Source: an optimization exercise on an open RTL-to-GDS flow (aim: small area). Production flows keep margins and buffers that such runs may drop. For this run, only the layout was checked, not whether the RTL still works. Power is estimated from default activity; no workload was simulated.

### design/flow/config.mk
export PLATFORM = sky130hd
export DESIGN_NAME = decralp
export DESIGN_NICKNAME = decralp
export VERILOG_FILES = /design/flow/design.v
export SDC_FILE = /design/flow/constraint.sdc
export NUM_CORES = 4
export LEC_CHECK = 0
export CAP_MARGIN = 20
export CORE_MARGIN = 2
export CORE_UTILIZATION = 40
export SLEW_MARGIN = 20
### design/flow/run.sh
#!/bin/bash
# synth_recipe.tcl (not shown) runs the flow's synth.tcl, then flattens the netlist and writes it again
# the make line also repeats each setting of config.mk as NAME=value (left out here)
make -C /OpenROAD-flow-scripts/flow DESIGN_CONFIG=/design/flow/config.mk WORK_HOME=/design/flow/orfs CLKGATE_MAP_FILE= SYNTH_SCRIPT=/design/flow/synth_recipe.tcl finish
### design/flow/constraint.sdc
create_clock -name core_clock -period 5.0 [get_ports {clk}]
set_input_delay 1.0000 -clock core_clock [delete_from_list [all_inputs] [get_ports {clk}]]
set_output_delay 1.0000 -clock core_clock [all_outputs]
set_load 0.01 [all_outputs]
### design/flow/design.v
module decralp (
	input [7:0] in1, in2, in3, in4,
	input clk,
	input [255:0] key,
	input [3:0] r,
	output reg [7:0] out1, out2, out3, out4);
genvar k;
wire [7:0] imd5[0:3];
generate
	for (k=0; k<8; k=k+1)
	begin
		xor(imd5[0][k], in1[k], key[k+224-8*r]);
		xor(imd5[1][k], in2[k], key[k+232-8*r]);
		xor(imd5[2][k], in3[k], key[k+240-8*r]);
		xor(imd5[3][k], in4[k], key[k+248-8*r]);
	end
endgenerate
reg [7:0] imd4[0:3];
always@(posedge clk)
begin
if (r==0||r==8)
	begin
		imd4 [0][7:0]<={imd5 [0][0],imd5 [0][7:1]};
		imd4 [1][7:0]<={imd5 [1][0],imd5 [1][7:1]};
		imd4 [2][7:0]<={imd5 [2][0],imd5 [2][7:1]};
		imd4 [3][7:0]<={imd5 [3][0],imd5 [3][7:1]};
	end
else if (r==1||r==9)
	begin
		imd4 [0][7:0]<={imd5 [0][1:0],imd5 [0][7:2]};
		imd4 [1][7:0]<={imd5 [1][1:0],imd5 [1][7:2]};
		imd4 [2][7:0]<={imd5 [2][1:0],imd5 [2][7:2]};
		imd4 [3][7:0]<={imd5 [3][1:0],imd5 [3][7:2]};
	end
else if (r==2||r==10)
	begin
		imd4 [0][7:0]<={imd5 [0][2:0],imd5 [0][7:3]};
		imd4 [1][7:0]<={imd5 [1][2:0],imd5 [1][7:3]};
		imd4 [2][7:0]<={imd5 [2][2:0],imd5 [2][7:3]};
		imd4 [3][7:0]<={imd5 [3][2:0],imd5 [3][7:3]};
	end
else if (r==3||r==11)
	begin
		imd4 [0][7:0]<={imd5 [0][3:0],imd5 [0][7:4]};
		imd4 [1][7:0]<={imd5 [1][3:0],imd5 [1][7:4]};
		imd4 [2][7:0]<={imd5 [2][3:0],imd5 [2][7:4]};
		imd4 [3][7:0]<={imd5 [3][3:0],imd5 [3][7:4]};
	end
else if (r==4||r==12)
	begin
		imd4 [0][7:0]<={imd5 [0][4:0],imd5 [0][7:5]};
		imd4 [1][7:0]<={imd5 [1][4:0],imd5 [1][7:5]};
		imd4 [2][7:0]<={imd5 [2][4:0],imd5 [2][7:5]};
		imd4 [3][7:0]<={imd5 [3][4:0],imd5 [3][7:5]};
	end
else if (r==5||r==13)
	begin
		imd4 [0][7:0]<={imd5 [0][5:0],imd5 [0][7:6]};
		imd4 [1][7:0]<={imd5 [1][5:0],imd5 [1][7:6]};
		imd4 [2][7:0]<={imd5 [2][5:0],imd5 [2][7:6]};
		imd4 [3][7:0]<={imd5 [3][5:0],imd5 [3][7:6]};
	end
else if (r==6||r==14)
	begin
		imd4 [0][7:0]<={imd5 [0][6:0],imd5 [0][7]};
		imd4 [1][7:0]<={imd5 [1][6:0],imd5 [1][7]};
		imd4 [2][7:0]<={imd5 [2][6:0],imd5 [2][7]};
		imd4 [3][7:0]<={imd5 [3][6:0],imd5 [3][7]};
	end
else
	begin
		imd4 [0][7:0]<=imd5 [0][7:0];
		imd4 [1][7:0]<=imd5 [1][7:0];
		imd4 [2][7:0]<=imd5 [2][7:0];
		imd4 [3][7:0]<=imd5 [3][7:0];
	end
end
wire [7:0] a1, a2, a3, a4;
wire [7:0] b1, b2, b3, b4;
wire [7:0] x1, x2, x3, x4;
reg [7:0] y1, y2, y3, y4;
wire [7:0] z1, z2, z3, z4;
assign a1 = imd4 [0];
assign a2 = imd4 [1];
assign a3 = imd4 [2];
assign a4 = imd4 [3];
assign x1=a1<<1;
assign x2=a2<<1;
assign x3=a3<<1;
assign x4=a4<<1;
always@(posedge clk)
begin
	if (a1[7]==1)
	begin
	y1<=(x1^8'h1B);
	end
	else
	begin
	y1<=x1;
	end
	if (a2[7]==1)
	begin
	y2<=(x2^8'h1B);
	end
	else
	begin
	y2<=x2;
	end
	if (a3[7]==1)
	begin
	y3<=(x3^8'h1B);
	end
	else
	begin
	y3<=x3;
	end
	if (a4[7]==1)
	begin
	y4<=(x4^8'h1B);
	end
	else
	begin
	y4<=x4;
	end
end
assign z1=(y1^a1);
assign z2=(y2^a2);
assign z3=(y3^a3);
assign z4=(y4^a4);
wire [7:0] p1, p2, p3, p4;
reg [7:0] q1, q2, q3, q4;
wire [7:0] r1, r2, r3, r4;
assign p1=y1<<1;
assign p2=y2<<1;
assign p3=y3<<1;
assign p4=y4<<1;
always@(posedge clk)
begin
	if (y1[7]==1)
	begin
	q1<=(p1^8'h1B);
	end
	else
	begin
	q1<=p1;
	end
	if (y2[7]==1)
	begin
	q2<=(p2^8'h1B);
	end
	else
	begin
	q2<=p2;
	end
	if (y3[7]==1)
	begin
	q3<=(p3^8'h1B);
	end
	else
	begin
	q3<=p3;
	end
	if (y4[7]==1)
	begin
	q4<=(p4^8'h1B);
	end
	else
	begin
	q4<=p4;
	end
end
assign r1=(q1^a1);
assign r2=(q2^a2);
assign r3=(q3^a3);
assign r4=(q4^a4);
wire [7:0] s1, s2, s3, s4;
reg [7:0] t1, t2, t3, t4;
wire [7:0] u1, u2, u3, u4;
assign s1=q1<<1;
assign s2=q2<<1;
assign s3=q3<<1;
assign s4=q4<<1;
always@(posedge clk)
begin
	if (q1[7]==1)
	begin
	t1<=(s1^8'h1B);
	end
	else
	begin
	t1<=s1;
	end
	if (q2[7]==1)
	begin
	t2<=(s2^8'h1B);
	end
	else
	begin
	t2<=s2;
	end
	if (q3[7]==1)
	begin
	t3<=(s3^8'h1B);
	end
	else
	begin
	t3<=s3;
	end
	if (q4[7]==1)
	begin
	t4<=(s4^8'h1B);
	end
	else
	begin
	t4<=s4;
	end
end
assign u1=(t1^a1);
assign u2=(t2^a2);
assign u3=(t3^a3);
assign u4=(t4^a4);
wire [7:0] d1, d2, d3, d4;
reg [7:0] e1, e2, e3, e4;
wire [7:0] f1, f2, f3, f4;
assign d1=r1<<1;
assign d2=r2<<1;
assign d3=r3<<1;
assign d4=r4<<1;
always@(posedge clk)
begin
	if (r1[7]==1)
	begin
	e1<=(d1^8'h1B);
	end
	else
	begin
	e1<=d1;
	end
	if (r2[7]==1)
	begin
	e2<=(d2^8'h1B);
	end
	else
	begin
	e2<=d2;
	end
	if (r3[7]==1)
	begin
	e3<=(d3^8'h1B);
	end
	else
	begin
	e3<=d3;
	end
	if (r4[7]==1)
	begin
	e4<=(d4^8'h1B);
	end
	else
	begin
	e4<=d4;
	end
end
assign f1=(e1^a1);
assign f2=(e2^a2);
assign f3=(e3^a3);
assign f4=(e4^a4);
wire [7:0] g1, g2, g3, g4;
reg [7:0] h1, h2, h3, h4;
wire [7:0] i1, i2, i3, i4;
assign g1=z1<<1;
assign g2=z2<<1;
assign g3=z3<<1;
assign g4=z4<<1;
always@(posedge clk)
begin
	if (z1[7]==1)
	begin
	h1<=(g1^8'h1B);
	end
	else
	begin
	h1<=g1;
	end
	if (z2[7]==1)
	begin
	h2<=(g2^8'h1B);
	end
	else
	begin
	h2<=g2;
	end
	if (z3[7]==1)
	begin
	h3<=(g3^8'h1B);
	end
	else
	begin
	h3<=g3;
	end
	if (z4[7]==1)
	begin
	h4<=(g4^8'h1B);
	end
	else
	begin
	h4<=g4;
	end
end
assign i1=(h1^a1);
assign i2=(h2^a2);
assign i3=(h3^a3);
assign i4=(h4^a4);
wire [7:0] j1, j2, j3, j4;
reg [7:0] k1, k2, k3, k4;
wire [7:0] l1, l2, l3, l4;
assign j1=h1<<1;
assign j2=h2<<1;
assign j3=h3<<1;
assign j4=h4<<1;
always@(posedge clk)
begin
	if (h1[7]==1)
	begin
	k1<=(j1^8'h1B);
	end
	else
	begin
	k1<=j1;
	end
	if (h2[7]==1)
	begin
	k2<=(j2^8'h1B);
	end
	else
	begin
	k2<=j2;
	end
	if (h3[7]==1)
	begin
	k3<=(j3^8'h1B);
	end
	else
	begin
	k3<=j3;
	end
	if (h4[7]==1)
	begin
	k4<=(j4^8'h1B);
	end
	else
	begin
	k4<=j4;
	end
end
assign l1=(k1^a1);
assign l2=(k2^a2);
assign l3=(k3^a3);
assign l4=(k4^a4);
wire [7:0] m1, m2, m3, m4;
reg [7:0] n1, n2, n3, n4;
assign m1=i1<<1;
assign m2=i2<<1;
assign m3=i3<<1;
assign m4=i4<<1;
always@(posedge clk)
begin
	if (i1[7]==1)
	begin
	n1<=(m1^8'h1B);
	end
	else
	begin
	n1<=m1;
	end
	if (i2[7]==1)
	begin
	n2<=(m2^8'h1B);
	end
	else
	begin
	n2<=m2;
	end
	if (i3[7]==1)
	begin
	n3<=(m3^8'h1B);
	end
	else
	begin
	n3<=m3;
	end
	if (i4[7]==1)
	begin
	n4<=(m4^8'h1B);
	end
	else
	begin
	n4<=m4;
	end
end
assign b1=(n1^f2^l3^u4);
assign b2=(u1^n2^f3^l4);
assign b3=(l1^u2^n3^f4);
assign b4=(f1^l2^u3^n4);
wire [7:0] bimd4[0:3];
assign bimd4 [0] = b1;
assign bimd4 [1] = b2;
assign bimd4 [2] = b3;
assign bimd4 [3] = b4;
wire [3:0] imd3[0:7];
generate
	for (k=0; k<4; k=k+1)
	begin
		assign imd3 [4][k] = bimd4 [0][k];
		assign imd3 [5][k] = bimd4 [0][k+4];
		assign imd3 [6][k] = bimd4 [1][k];
		assign imd3 [7][k] = bimd4 [1][k+4];
		assign imd3 [0][k] = bimd4 [2][k];
		assign imd3 [1][k] = bimd4 [2][k+4];
		assign imd3 [2][k] = bimd4 [3][k];
		assign imd3 [3][k] = bimd4 [3][k+4];
	end
endgenerate
wire [63:0] sbox[0:3];
assign sbox[0]=64'h0123456789ABCDEF;
assign sbox[1]=64'h543210EDCBA9876F;
assign sbox[2]=64'hBA9EDC601572438F;
assign sbox[3]=64'hEDC01245B3A6987F;
wire [3:0] imd2[0:7];
generate
	for (k=0; k<8; k=k+1)
	begin
		assign imd2 [k][0] = sbox [ {key[8*(r+2*k)+1],key[8*(r+2*k)]} ] [4*imd3 [k]];
		assign imd2 [k][1] = sbox [ {key[8*(r+2*k)+1],key[8*(r+2*k)]} ] [4*imd3 [k]+1];
		assign imd2 [k][2] = sbox [ {key[8*(r+2*k)+1],key[8*(r+2*k)]} ] [4*imd3 [k]+2];
		assign imd2 [k][3] = sbox [ {key[8*(r+2*k)+1],key[8*(r+2*k)]} ] [4*imd3 [k]+3];
	end
endgenerate
wire [7:0] splimd1[0:3];
generate
	for (k=0; k<4; k=k+1)
	begin
		assign splimd1 [0][k]	= imd2 [0][k];
		assign splimd1 [0][k+4] = imd2 [1][k];
		assign splimd1 [1][k]	= imd2 [2][k];
		assign splimd1 [1][k+4] = imd2 [3][k];
		assign splimd1 [2][k]	= imd2 [4][k];
		assign splimd1 [2][k+4] = imd2 [5][k];
		assign splimd1 [3][k]	= imd2 [6][k];
		assign splimd1 [3][k+4] = imd2 [7][k];
	end
endgenerate
wire [7:0] imd1[0:3];
generate
	for (k=0; k<8; k=k+1)
	begin
		xor(imd1[0][k], splimd1[0][k], key[k+8*r]);
		xor(imd1[1][k], splimd1[1][k], key[k+8+8*r]);
		xor(imd1[2][k], splimd1[2][k], key[k+16+8*r]);
		xor(imd1[3][k], splimd1[3][k], key[k+24+8*r]);
	end
endgenerate
always@(posedge clk)
begin
	out1<=imd1[0];
	out2<=imd1[1];
	out3<=imd1[2];
	out4<=imd1[3];
end
endmodule
==> metrics list <==
- Once the floorplan was initialized, standard cells occupied between 40% and 50% of the core.
- HP Class: reg -> reg
- Total of max-cap violations: 0
* PortBufs: approximately 320
- The run finished with no timing, DRC or antenna violations.
- The first TritonRoute pass finished after 9 iterations.
* Net Count, Synth: between 3000 and 4000
* CTS tree: yes
* Post-CTS sizing: 0
- Yosys warning total: 2
* Leading cell type in the layout, fill and taps excluded: clkdlybuf4s50_1
- Floorplan row count: between 90 and 100
- After synthesis the netlist holds a flip-flop and latch count of ~290.
* Startpoint Class: primary input
- Startpoint of the worst-slack reg-to-reg timing path: imd4[0][1]
- Share of the clock period used by the worst path: about nine tenths
* DRC errors left: 0
- Number of primary I/O pins: ~330
- The count of nets left with antenna violations once routing finished came out at 0.
- CTS hold repair buffers: 0
- Data arrives at the worst endpoint at roughly 5.0 ns.
* First-pass GRT wire length: roughly 160000 um
* Share of synthesized area occupied by flip-flops and latches: a little over a fifth
* Vias per cell: 6.38
- On the final layout, the worst clock skew is between 0.01 and 0.015 ns.
* Setup repair after global routing missed its margin: false
- Core Area: ~66000 um2
- The register with the most flip-flops in the layout has 32 of them.
- Synthesis produced a netlist whose cell count is approximately 2800.
- After the last flow step, the layout net total stands at 3397.
- Ranked by flip-flop count, first place goes to imd4.
- The worst path needs 4.47 ns of the cycle, external delays included.
- The initial antenna violation count is 23.
- The area growth from synthesis to layout is 20.7%.
- Worst setup slack for register-to-register paths: ~1.5 ns
* Reg2reg end: out2[3]
- Pin count of the biggest net entering global routing: between 70 and 80
- In this run the tightest slew margin relative to its limit is 22.4%.
* Total wirelength of the detailed-routed design: 108000 um
- In the synthesized netlist the dominant register cell turns out to be dfxtp_1.
* Count of cells along the worst hold path: 0
- The later pin in the worst-skew pair is clocked with a latency of around 0.6 ns.
- The path with the worst hold slack has its endpoint at q1[7].
- Detailed placement finished with a half-perimeter wire length of between 80000 and 90000 um.
* Buffer depth of the longest clock path: 3
- Yosys mapped a number of flops with a built-in enable equal to 0.
- CTS placed an instance of clkbuf_16 at the clock tree root.
- Summed over all nets, the switching power comes to between 0.01 and 0.015 W.
- GP Congestion: 0.998
- Pwr per Cell Area: 842 nW/um2
- For this run, asynchronously set or reset flops after synthesis account for 0%.
* Register clock-pin slew on the reported worst setup and hold paths: around 0.070 ns
* Sw frac: between 50% and 60%
- Comb pwr share: 75.7%
- Across all layers, the routed design uses about 25000 vias.
- Syn Std Cell Area: ~27000 um2
* Mapped Avg Cell Area: a little under 10 um2
- The clock net in this run drives a total of 288 sinks.
- Buffers added to address setup during post-CTS repair amount to 0.
* Startpoint of the worst hold path: y1[6]
- After synthesis, the netlist uses 88 different library cells.
- Required time of the worst setup path: 5.48 ns
- Number of global-route vias before repair: approximately 24000
- The final count of pins violating max slew came to 0.
* Number of endpoints with negative hold slack in the final report: 0
- Final sum of negative setup slack: 0 ns
* Part of the total power dissipated in sequential elements: between 10% and 20%
- Measured slew at the worst slew-check pin: around 1.2 ns
- The worst setup path is captured at a flip-flop.
- Of all nets on the critical path, the largest fanout is 29.
* Fraction of layout cells with a size suffix above 1: ~18%
* Leakage: 12.2 nW
- CTS built an H-tree with a depth of 1.
* Total internal power: roughly 0.013 W
* Worst setup path category: in -> reg
- VDD sags by at most 0.000559 V.
- Finished Core Util: between 40% and 50%
- Number of design-rule violations left by the first detailed-router iteration: between 3000 and 4000
- Tot GR Track Use: 30.0%
* DIE AREA: a little under 70000 um2
- The library cells used most frequently in the layout, excluding fill and tap cells, are clkdlybuf4s50_1 (320), dfxtp_1 (288), mux4_2 (265).
- The number of cells on the worst reg-to-reg path is 9.
* Num CTS Buffers: 30
* Chip height: 263 um
- The total overflow left after global routing is 0.
* Die boundary width: roughly 260 um
- Timing would allow up to between 0.2 and 0.25 GHz.
- After detailed routing, the average wire length per cell comes to around 27 um.
- Setup violations remaining at the end of the flow were counted as 0.
* Share of power burned in the clock network: 8.4%
[power by group through the flow]
stage	sequential, W	combinational (W)	clock (W)
after global routing	0.00442	0.0222	0.00245
after floorplan	0.00412	0.0141	0
final	0.00431	0.0206	0.00230
after detailed placement	0.00437	0.0202	0
after CTS	0.00433	0.0203	0.00234
after global placement	0.00434	0.0201	0
[synthesized netlist by cell type (53+ instances only)]
cell / instances / area [um2]
a21oi_1: 178 / 891
clkbuf_1: 116 / 435
dfxtp_1: 288 / 5770
ha_1: 64 / 801
mux2_2: 74 / 833
mux2i_1: 154 / 1540
mux4_2: 265 / 5970
nand2_1: 256 / 961
nor2_1: 183 / 687
o21ai_0: 112 / 561
o22ai_1: 53 / 332
xnor2_1: 179 / 1570
xor2_1: 217 / 1900
[final cells by class]
class	count	area [um2]
flip-flops and latches	288	5770
repair buffers	457	4420
fillers	6054	33700
clock buffers	40	828
inverters	43	161
well taps	864	1080
diodes	17	42.5
clock inverters	14	204
multi-input cells	2220	19800
[per-stage QoR]
step | setup WS [ns] | total power [W] | cell area, um2 | hold WS, ns | instances
after global routing | 0.446 | 0.0291 | 32300 | 0.367 | 3941
after floorplan | 0.350 | 0.0183 | 26800 | 0.329 | 2769
after detailed placement | 0.0167 | 0.0246 | 31200 | 0.354 | 3872
final | 0.531 | 0.0272 | 32300 | 0.356 | 3943
after global placement | 0.0604 | 0.0244 | 31200 | 0.351 | 3872
after CTS | 0.622 | 0.0270 | 32200 | 0.361 | 3926
[cells by family after synthesis]
kind of cell / synth area share [%]
AO/OA/AOI/OAI: 16.1
AND/OR/NAND/NOR: 9.91
XOR/XNOR: 13.3
adder cells (fa/ha/maj): 2.99
flip-flops: 21.5
multiplexers: 31.4
buffers and inverters: 4.77
[worst max-delay path by stage]
stage	startpoint	slack (ns)	endpoint
final	r[0]	0.53	imd4[0][0]
after global routing	r[0]	0.45	out1[0]
after CTS	r[0]	0.62	out1[0]
after detailed placement	r[0]	0.02	out1[0]
after global placement	r[0]	0.06	out1[0]
after floorplan	r[1]	0.35	imd4[0][1]
[critical path, stage by stage]
cell and delay, ns:
buf_8 0.25, inv_2 0.09, ha_4 0.41, buf_12 0.25, clkinv_1 0.20, buf_4 0.24, a211oi_1 0.24, o21bai_1 0.13
a31oi_1 0.52, nor2_1 0.24, xnor2_1 0.79, a221oi_1 0.21, a221o_1 0.32
[routing by layer]
layer | vias to the layer above | routed length [um] | global-route usage [%]
met2 | 1680 | 47700 | 46.2
met3 | 254 | 11500 | 6.53
met5 | - | 67 | 0
met1 | 12200 | 43000 | 40.5
li1 | 11000 | - | -
met4 | 10 | 5410 | 13.2

==> what the ideal ports hide <==
In the flow no input, the clock included, has a driving cell. The finished layout below was timed again as built, in two steps.
Step 1, drivers: a clkbuf_16 drives clk and a buf_2 each remaining input, both assumed.
Step 2 also shifts input and output timing later by t, the mid clock arrival at the registers, as if the neighbouring blocks saw the same clock.
Three values: no drivers, after step 1, after step 2; two values: the first two.
t, ns: 0.641
slack for setup (ns): 0.531 / 0.540 / -0.101
worst setup path at the end: input to register
With both steps, setup timing fails in this run, where it was met with ideal ports. For this run, drivers alone change the setup slack by +0.009 ns; drivers and shift together by -0.632 ns.
